Source: an optimization exercise on an open RTL-to-GDS flow (aim: small area). Production flows keep margins and buffers that such runs may drop.
In this exercise RTL edits were held to simulation tests only and were not proved equivalent to the original.
Power figures rest on the tool's default switching activity, not on a simulated workload.

**design/flow/design.v**
```verilog
module b14 (clock, reset, addr, datai, datao, rd, wr);
input         clock;
input         reset;
output [31:0] addr;
input  [31:0] datai;
output [31:0] datao;
output        rd;
output        wr;
reg  [31:0] datao;
reg         rd;
reg         wr;
reg  [31:0] reg0, reg1, reg2, reg3;
reg         B;
reg  [1:0]  d;
reg         state;           
reg  [30:0] ir;              
reg  [19:0] addr_lo;
reg         addr_hi;         
assign addr = {{12{addr_hi}}, addr_lo};
wire [1:0]  s    = ir[30:29];
wire [1:0]  mf   = ir[28:27];
wire [2:0]  df   = ir[26:24];
wire        cf   = ir[23];
wire [3:0]  ff   = ir[22:19];
wire [19:0] tail = ir[19:0];
wire fetch = ~state;
wire exec  = state;
wire [30:0] absd = datai[31] ? (~datai[30:0] + 31'd1) : datai[30:0];
wire [1:0]  rsel = s | {2{fetch}};
reg  [31:0] r;
always @* begin
  case (rsel)
    2'd0: r = reg0;
    2'd1: r = reg1;
    2'd2: r = reg2;
    default: r = reg3;
  endcase
end
wire [31:0] m = (mf == 2'd0) ? {12'd0, tail} : datai;
wire alu_w   = ~cf & (df != 3'd7);            
wire st      = ~cf & (df == 3'd7);            
wire ff12    = (ff == 4'd12);
wire alu     = exec & alu_w;
wire f_neg   = alu & (ff == 4'd0);
wire f_mov   = alu & (ff[3:2] == 2'b00) & (ff[1:0] != 2'b00);    
wire f_arith = alu & ((ff[3:2] == 2'b01) | (ff[3:2] == 2'b10));  
wire f_sub   = ff[3] ? ff[0] : ff[1];
wire f_shr   = alu & ff12 & ~mf[1];
wire f_shl   = alu & ff12 & mf[1];
wire adj     = exec & cf & (ff[2:1] == 2'b11);   
wire        mask29 = fetch | f_shl;
wire        nz29   = |r[28:0];
wire        sx29   = r[31] & nz29;
wire [31:0] a_r;
assign a_r[28:0]  = r[28:0];
assign a_r[29]    = mask29 ? sx29 : r[29];
assign a_r[30]    = mask29 ? sx29 : (r[30] & ~(adj & ~r[31]));
assign a_r[31]    = mask29 ? sx29 : r[31];
wire        zero_a = exec & (f_neg | f_mov);
wire [31:0] a      = zero_a ? 32'd0 : a_r;
wire        use_m  = exec & ~(f_shr | f_shl);
wire        inv_b  = (exec & cf) | f_neg | (f_arith & f_sub);
wire [31:0] b      = ({32{use_m}} & m) ^ {32{inv_b}} | {28'd0, fetch, 3'd0};
wire        cin    = inv_b | (f_shr & r[31]);
wire [32:0] sum    = {a[31], a} + {b[31], b} + {32'd0, cin};
wire lt = sum[32];
wire eq = (sum[31:0] == 32'd0);
wire cmp = (ff[2:1] == 2'b01) ? eq : (ff[2:1] == 2'b10) ? (lt | eq) : lt;
wire b_cmp = (cmp ^ ff[0]) | (ff[3] & B);
wire [31:0] sh_r = {sum[31], sum[31:1]};
wire        sx29t = sh_r[31] & (|sh_r[28:0]);
wire [31:0] t_r  = (mf[0] & B) ? {{3{sx29t}}, sh_r[28:0]} : sh_r;
wire        sx30 = sum[31] & (|sum[29:0]);
reg  [31:0] w;
always @* begin
  if (f_shl)        w = {sum[30:0], 1'b0};
  else if (f_shr)   w = t_r;
  else if (f_arith) w = {{2{sx30}}, sum[29:0]};
  else              w = sum[31:0];
end
reg [1:0] dn;
always @* begin
  dn = d;
  if (alu) begin
    case (df)
      3'd4: if (B)  dn = 2'd3;
      3'd5: if (~B) dn = 2'd3;
      3'd6: ;
      default: dn = df[1:0];
    endcase
  end
end
wire wr_d   = alu & ~(ff == 4'd1) & ~(ff[3:2] == 2'b11 & ff[1:0] != 2'b00);
wire mv23   = alu & (ff == 4'd1);
wire we0 = wr_d & (dn == 2'd0);
wire we1 = wr_d & (dn == 2'd1);
wire we2 = wr_d & (dn == 2'd2);
wire we3 = (wr_d & (dn == 2'd3)) | mv23 | fetch;
wire memop = cf | (alu_w & ~(ff[3:2] == 2'b11));
wire ld    = memop & (mf != 2'd0);
wire [19:0] xoff = mf[1] ? (mf[0] ? reg2[19:0] : reg1[19:0]) : 20'd0;
wire [19:0] ea   = tail + xoff;
always @(posedge clock) begin
  if (reset) begin
    reg0 <= 32'd0; reg1 <= 32'd0; reg2 <= 32'd0; reg3 <= 32'd0;
    B <= 1'b0; d <= 2'd0; state <= 1'b0;
    addr_lo <= 20'd0; addr_hi <= 1'b0;
    datao <= 32'd0; rd <= 1'b0; wr <= 1'b0;
  end else begin
    state <= ~state;
    d <= dn;
    if (we0) reg0 <= w;
    if (we1) reg1 <= w;
    if (mv23) reg2 <= reg3;
    else if (we2) reg2 <= w;
    if (we3) reg3 <= w;
    if (exec & cf) B <= b_cmp;
    else if (f_shl & mf[0]) B <= 1'b0;
    if (fetch) begin
      addr_lo <= reg3[19:0];
      addr_hi <= reg3[31] & (|reg3[19:0]);
    end else if (ld | st) begin
      addr_lo <= ea;
      addr_hi <= 1'b0;
    end
    if (exec & st) datao <= r;
    rd <= fetch | (exec & ld);
    wr <= exec & st;
  end
end
always @(posedge clock) ir <= absd;
endmodule
```
**design/flow/flow/run.sh**
```bash
#!/bin/bash
set -euo pipefail
bash standard.sh BUFFER_PORTS_ARGS="-buffer_cell sky130_fd_sc_hd__buf_1" finish > flow_make.log 2>&1
```
**design/flow/constraint.sdc**
```tcl
create_clock -name core_clock -period 11.0 [get_ports {clock}]
set_input_delay 2.2000 -clock core_clock [delete_from_list [all_inputs] [get_ports {clock}]]
set_output_delay 2.2000 -clock core_clock [all_outputs]
set_load 0.01 [all_outputs]
```
**design/flow/standard.sh**
```bash
#!/bin/bash
# synth_recipe.tcl (not shown) runs the flow's synth.tcl, then flattens the netlist and writes it again
# the make line also repeats each setting of config.mk as NAME=value (left out here)
make -C /OpenROAD-flow-scripts/flow DESIGN_CONFIG=/design/flow/config.mk WORK_HOME=/design/flow/orfs CLKGATE_MAP_FILE= SYNTH_SCRIPT=/design/flow/synth_recipe.tcl "${@:-finish}"
```
**design/flow/config.mk**
```make
export PLATFORM = sky130hd
export DESIGN_NAME = b14
export DESIGN_NICKNAME = b14
export VERILOG_FILES = /design/flow/design.v
export SDC_FILE = /design/flow/constraint.sdc
export NUM_CORES = 4
export LEC_CHECK = 0
export CAP_MARGIN = 20
export CORE_MARGIN = 2
export CORE_UTILIZATION = 40
export CTS_BUF_LIST = sky130_fd_sc_hd__clkbuf_2 sky130_fd_sc_hd__clkbuf_4
export SLEW_MARGIN = 20
```
==> impl_metrics.ini, run 1 <==
[logic_synthesis]
synth-seq-area-share = 0.308
synth-edff-count = 0
synth_area_leaders = dfxtp_1 31%, a21oi_1 8.4%, nand2_1 8.3%
ys.flop_type = dfxtp_1
synth_common_cells = 312 x nand2_1, 237 x a21oi_1, 227 x nor2_1
yosys_register_bits = 218
ys_types = 76
synth.most_common_cell = nand2_1
synth_nets = 2008
syn_avg_cell_area_um2 = 7.39
syn-cell-area_um2 = 14200
yosysWarnings = 1
async_reset_ff_frac = 0
netlist.area_leader.share = 0.308
synthesis.instances = 1918
yosysTopAreaCell = dfxtp_1

[clock_network]
htreeDepth = 2
path_clk_slew_ns = 0.06
cts_sinks = 218
cts_tree = built
cts_resized = 0
holdBufCountCts = 0
cts_setup_buffers = 0
root_buffer = clkbuf_4
insertion_delay_ns = 0.79
cts_buffer_depth = 3
cts_buffers = 60

[sta]
setup_viol = 0
holdWs_ns = 0.454
slew_viol_final = 0
worst_slew_pin_slew_ns = 1.29
fin_crit_sh = 0.604
worst_slack_ns = 4.36
fin_skew_ns = 0.0668
tns_ns = 0
rsz0062_at_grt = no
maxSlewHeadroom = 0.132
min_period_ns = 6.64
max_freq_mhz = 151
hold_violations = 0

[outcome]
outcome = complete, no violations

[worst_setup_path]
r2r-end = reg1[28]
crit_start = state
worstPathArrival_ns = 7.32
rr_worst_depth = 20
r2r-start = state
r2r_setup_slack_ns = 4.36
crit_type = register to register
worst_setup_path_end_kind = register
cp_max_fo = 32
critPathLaunchType = register
critPathCapture = reg1[28]
worstPathRequired_ns = 11.67

[route]
routedWlPerCell_um = 21.5
vias_per_cell = 5.91
ant_nets = 0
post-route-drc-count = 0
drt_iter0_markers = 1496
routed_wl_um = 53000
num_vias = 14593
dr.pass1.iters = 5

[grt]
grt_pass1_wl_um = 79300
grt_pass1_vias = 13222
overflow = 0
grt_max_degree = 92
grt_use_total = 0.283
antenna_found_initial = 2

[power]
ir_worst_vdd_mv = 0.0849
leakagePower_uw = 0.00606
finalPower_uw = 3100
powerDensity_nw_per_um2 = 199

[floorplanning]
initial_core_util = 0.408
coreArea_um2 = 34700
fp.dieW_um = 192
io_pins = 100
die_area_um2 = 37000
num_rows = 68
die_h_um = 192

[min_path]
worstHoldPathType = register to register

[placed_design]
placed_area_um2 = 14800
numPortBuffers = 99
routabilityCongestion = 0.966
dp_hpwl_um = 37000
dp_slack_ns = 4.38

[job]
max-cap-violations = 0

[final_layout]
post-route-cell-area_um2 = 15600
drive_gt1_frac = 0.0963
syn_to_final_growth_pct = 9.93
nets = 2059
-- power by group --
group | total (µW) | switching [µW] | internal, µW
combinational | 1370 | 935 | 439
sequential | 965 | 93.8 | 871
clock | 758 | 358 | 400
total | 3100 | 1390 | 1710
-- worst max-delay path, cell delays in order, from the launching register on --
cell and delay (ns):
dfxtp_2 0.31, buf_4 0.38, nand2b_1 0.16, nor2b_1 0.43
and2_1 0.79, nand2_1 0.10, o211ai_1 0.18, buf_4 0.50
xor2_1 0.30, ha_1 0.30, a211oi_1 0.26, o21ai_1 0.20
a31o_2 0.27, o21ai_0 0.34, nand2_1 0.18, a311o_1 0.42
xor2_1 0.35, mux2i_1 0.12, o21ai_0 0.63, nand2_1 0.14
a21oi_1 0.17
-- logic make-up (layout without fill, tap and decap cells) --
group	count (synthesis)	after routing	share of synthesized area
DFF	218	218	0.308
AOI/OAI and AO/OA	564	564	0.247
adders and majority gates	56	56	0.0510
and+or+nand+nor	726	726	0.224
xor gates and xnor gates	98	98	0.0605
buffers and inverters	177	273	0.0509
other	0	1	0
muxes	79	79	0.0588
-- layout by cell type (no fill, tap or decap), types with 34 or more instances in the layout --
cell,n
a21oi_1,236
buf_1,98
o21ai_0,63
o22ai_1,35
nand3_1,35
mux2_2,34
clkbuf_4,93
ha_1,53
nor2_1,226
xnor2_1,67
a211oi_1,53
dfxtp_1,217
nand2_1,311
mux2i_1,45
-- worst min path at each step --
stage	start	end	slack [ns]	cells after the start
2_1_floorplan	reg0[10]	reg0[10]	0.43	2
3_3_place_gp	reg0[5]	reg0[5]	0.44	2
3_5_place_dp	reg0[7]	reg0[7]	0.45	2
4_1_cts	reg0[7]	reg0[7]	0.46	2
5_1_grt	reg0[24]	reg0[24]	0.47	2
6_report	reg0[5]	reg0[5]	0.45	2
-- routing by layer --
metal	track usage	share of wire	up-vias
met3	0.0462	0.079	125
met5	0	0	-
met1	0.388	0.44	6923
met2	0.420	0.43	633
met4	0.160	0.055	0
li1	-	-	6912
-- state kept, by name, indices dropped and copies added, names as in the netlist --
name,count
datao,32
reg0,32
reg1,32
reg2,32
reg3,32
ir,31
addr_lo,20
d,2
B,1
addr_hi,1
rd,1
state,1
wr,1
-- cell type report --
type                    instances  area (µm²)
fillers                      3615       19100
clock inverters                15        87.6
multi-input cells            1523        9120
repair buffers                132         623
well taps                     455         569
inverters                      34         128
clock buffers                  92         691
diodes                          1        2.50
flip-flops and latches        218        4370
-- per-stage QoR --
step / instances / utilization
floorplan: 1918 / -
global placement: 2362 / 0.427
detailed placement: 2362 / 0.427
CTS: 2469 / 0.449
global route: 2470 / 0.449
finish: 2470 / 0.449
==> run 2: changes to the inputs <==
==> design/flow/run.sh (new file) <==
#!/bin/bash
# synth_recipe.tcl (not shown) runs the flow's synth.tcl, then flattens the netlist and writes it again
# the make line also repeats each setting of config.mk as NAME=value (left out here)
make -C /OpenROAD-flow-scripts/flow DESIGN_CONFIG=/design/flow/config.mk WORK_HOME=/design/flow/orfs CLKGATE_MAP_FILE= SYNTH_SCRIPT=/design/flow/synth_recipe.tcl finish
--- a/design/flow/config.mk
+++ b/design/flow/config.mk
@@ -10,3 +10,2 @@
 export CORE_UTILIZATION = 40
-export CTS_BUF_LIST = sky130_fd_sc_hd__clkbuf_2 sky130_fd_sc_hd__clkbuf_4
 export SLEW_MARGIN = 20
removed: design/flow/flow/run.sh
removed: design/flow/standard.sh
==> run 2 against run 1 <==
Compared with the run above:
- area after synthesis stayed put
- first-iteration DRC count decreased by 8.3%
- critical path depth decreased by 1
- register-to-register slack got worse by 0.08 ns
- global-route usage down 0.21 points
- power is 3.8% higher
- non-clock buffer count rose by 1
- critical path type unchanged
- critical endpoint is now reg2[30]
==> impl_metrics.ini, run 2 <==
[final_layout]
drive_gt1_frac = 0.0701
post-route-cell-area_um2 = 16300
regArea_um2 = 4370
multiInputGateArea_um2 = 9120
nets = 2026
n_fill_cell = 3539
final_cell_mix = 312 x nand2_1, 236 x a21oi_1, 226 x nor2_1
fin_cells = 2409
final_common_cell = nand2_1
syn_to_final_growth_pct = 14.6

[power]
ir_worst_vdd_mv = 0.117
pwr-share-clk = 0.263
power.share.switching = 0.428
pwr-share-comb = 0.435
powerDensity_nw_per_um2 = 198
p_int_uw = 1840
leakagePower_uw = 0.00625
seq_power_share = 0.301
netSwitchingPower_uw = 1380

[route]
num_vias = 14300
routed_wl_um = 52600
post-route-drc-count = 0
routedWlPerCell_um = 21.8
ant_nets = 0
dr.pass1.iters = 6
drt_iter0_markers = 1372
vias_per_cell = 5.94

[logic_synthesis]
synth_common_cells = 312 x nand2_1, 237 x a21oi_1, 227 x nor2_1
async_reset_ff_frac = 0
yosysTopAreaCell = dfxtp_1
synth.most_common_cell = nand2_1
syn_avg_cell_area_um2 = 7.39
ys.flop_type = dfxtp_1
ys_types = 76
yosysWarnings = 1
syn-cell-area_um2 = 14200
synth-seq-area-share = 0.308
synthesis.instances = 1918
yosys_register_bits = 218
synth_area_leaders = dfxtp_1 31%, a21oi_1 8.4%, nand2_1 8.3%
netlist.area_leader.share = 0.308
synth_nets = 2008
synth-edff-count = 0

[floorplanning]
initial_core_util = 0.408
fp.dieW_um = 192
die_h_um = 192
num_rows = 68
die_area_um2 = 37000
io_pins = 100
coreArea_um2 = 34700

[worst_setup_path]
cp_cell_sequence = nand2b_1 > nor2b_1 > nand2_1 > o211ai_1 > buf_4 > xor2_1 > fa_1 > fa_1 > a21o_1 > a21oi_1 > xnor2_1 > or4_1 > nor3_1 > nor4bb_1 > nand4_1 > nor4b_4 > nand2_1 > o211ai_2 > o22ai_1
r2r-start = state
slowest_delay_ns = 0.67
crit_type = register to register
worstPathArrival_ns = 7.10
r2r-end = reg2[30]
critPathLaunchType = register
critical_path.slowest_cell = dfxtp_2
rr_worst_depth = 19
worst_setup_path_end_kind = register
critPathCapture = reg2[30]
worstPathRequired_ns = 11.38
r2r_setup_slack_ns = 4.28
cp_max_fo = 29
crit_start = state

[sta]
slew_viol_final = 0
hold_violations = 0
min_period_ns = 6.72
fin_crit_sh = 0.611
tns_ns = 0
max_freq_mhz = 149
fin_skew_ns = 0.0287
rsz0062_at_grt = no
maxSlewHeadroom = 0.134
worst_slew_pin_slew_ns = 1.29
setup_viol = 0

[clock_network]
htreeDepth = 1
cts_setup_buffers = 0
root_buffer = clkbuf_16
holdBufCountCts = 0
path_clk_slew_ns = 0.06
cts_sinks = 218
cts_buffers = 26
cts_buffer_depth = 3
cts_tree = built
cts_resized = 0
insertion_delay_ns = 0.55

[placed_design]
placed_area_um2 = 15400
dp_hpwl_um = 36900
routabilityCongestion = 0.962
dp_cells = 2363
numPortBuffers = 99

[grt]
antenna_found_initial = 1
overflow = 0
grt_pass1_wl_um = 79100
grt_max_degree = 98
grt_pass1_vias = 13298
grt_use_total = 0.281

[outcome]
outcome = complete, no violations

[min_path]
worstHoldPathType = register to register
hold_depth = 2

[job]
max-cap-violations = 0
-- run 2: cell count changes in the layout (fill, tap and decap cells not counted), sizes merged --
cell and change:
buf -96, clkdlybuf4s50 +98, clkbuf -56, clkinv -7
-- run 2: final cells by class --
type,count,area share
Multi-Input combinational cell,1523,0.561
Sequential cell,218,0.269
Timing Repair Buffer,133,0.0767
Clock buffer,37,0.0463
Tap cell,455,0.0350
Inverter,34,0.00785
Clock inverter,8,0.00439
Antenna cell,1,0.000154
-- run 2: power groups by stage --
stage | logic, µW | clock network, µW | registers [µW]
global placement | 1350 | 0 | 980
CTS | 1360 | 857 | 965
global route | 1500 | 890 | 977
floorplan | 916 | 0 | 943
detailed placement | 1350 | 0 | 982
finish | 1400 | 847 | 969
-- run 2: worst min path at each step --
| stage | slack [ns] | to | startpoint |
|---|---|---|---|
| floorplan | 0.43 | reg0[10] | reg0[10] |
| global placement | 0.44 | reg0[6] | reg0[6] |
| detailed placement | 0.45 | reg0[28] | reg0[28] |
| CTS | 0.45 | reg0[28] | reg0[28] |
| global route | 0.47 | reg0[10] | reg0[10] |
| finish | 0.45 | reg0[23] | reg0[23] |
-- run 2: cell families (layout without fill, tap and decap cells) --
group / after synthesis / after routing / synth area share
other: 0 / 1 / 0
xor gates and xnor gates: 98 / 98 / 0.0605
and+or+nand+nor: 726 / 726 / 0.224
adders and majority gates: 56 / 56 / 0.0510
buffers and inverters: 177 / 212 / 0.0509
DFF: 218 / 218 / 0.308
AOI/OAI and AO/OA: 564 / 564 / 0.247
muxes: 79 / 79 / 0.0588
-- run 2: worst max-delay path: cells and delay by family, from the launching register on --
family | cells | cell delay, ns
compound gates | 5 | 1.32
xor+xnor | 2 | 0.31
simple gates | 9 | 2.78
fa+ha+maj | 2 | 0.94
flops | 1 | 0.67
buf+inv | 1 | 0.52
-- run 2: through the flow --
stage	total power [µW]	util	setup slack, ns	hold WS (ns)
final	3220	0.468	4.28	0.453
after global routing	3370	0.468	3.96	0.467
after CTS	3180	0.468	4.38	0.455
after detailed placement	2340	0.444	4.00	0.446
after global placement	2330	0.444	4.01	0.441
after floorplan	1860	-	5.15	0.434
-- run 2: routing by layer --
metal / up-vias / GRT usage / share of wire
met3: 134 / 0.0366 / 0.077
met5: - / 0 / 0
li1: 6809 / - / -
met4: 0 / 0.150 / 0.059
met1: 6753 / 0.385 / 0.43
met2: 604 / 0.429 / 0.43

## static timing again, ports no longer ideal
In the flow no input, the clock included, has a driving cell. The finished layouts below were timed again as built, in two steps. Step 1, drivers: a clkbuf_16 drives clock and a buf_2 each remaining input, both assumed. Step 2 times the ports against the registers' clock, not the clock port: input delays grow and output delays shrink by t, the midpoint of the rising clock arrivals with the driver on. a / b / c = ideal ports / drivers / drivers and shift; a / b = the first two.
| run | t (ns) | slack for setup (ns) | worst setup path at the end | latest minus earliest clock arrival (ns) | slew at the worst register clock pin (ns) |
|---|---|---|---|---|---|
| run 1 | 0.805 | 4.358 / 4.358 / 4.287 | input to register | 0.071 / 0.071 | 0.07 / 0.07 |
| run 2 | 0.587 | 4.275 / 4.275 / 3.948 | input to register | 0.029 / 0.029 | 0.06 / 0.06 |
After both steps setup and hold are still met in every run listed. The setup slack of run 2, which loses most, moves by 0.000 ns with the drivers and by -0.327 ns with both steps.
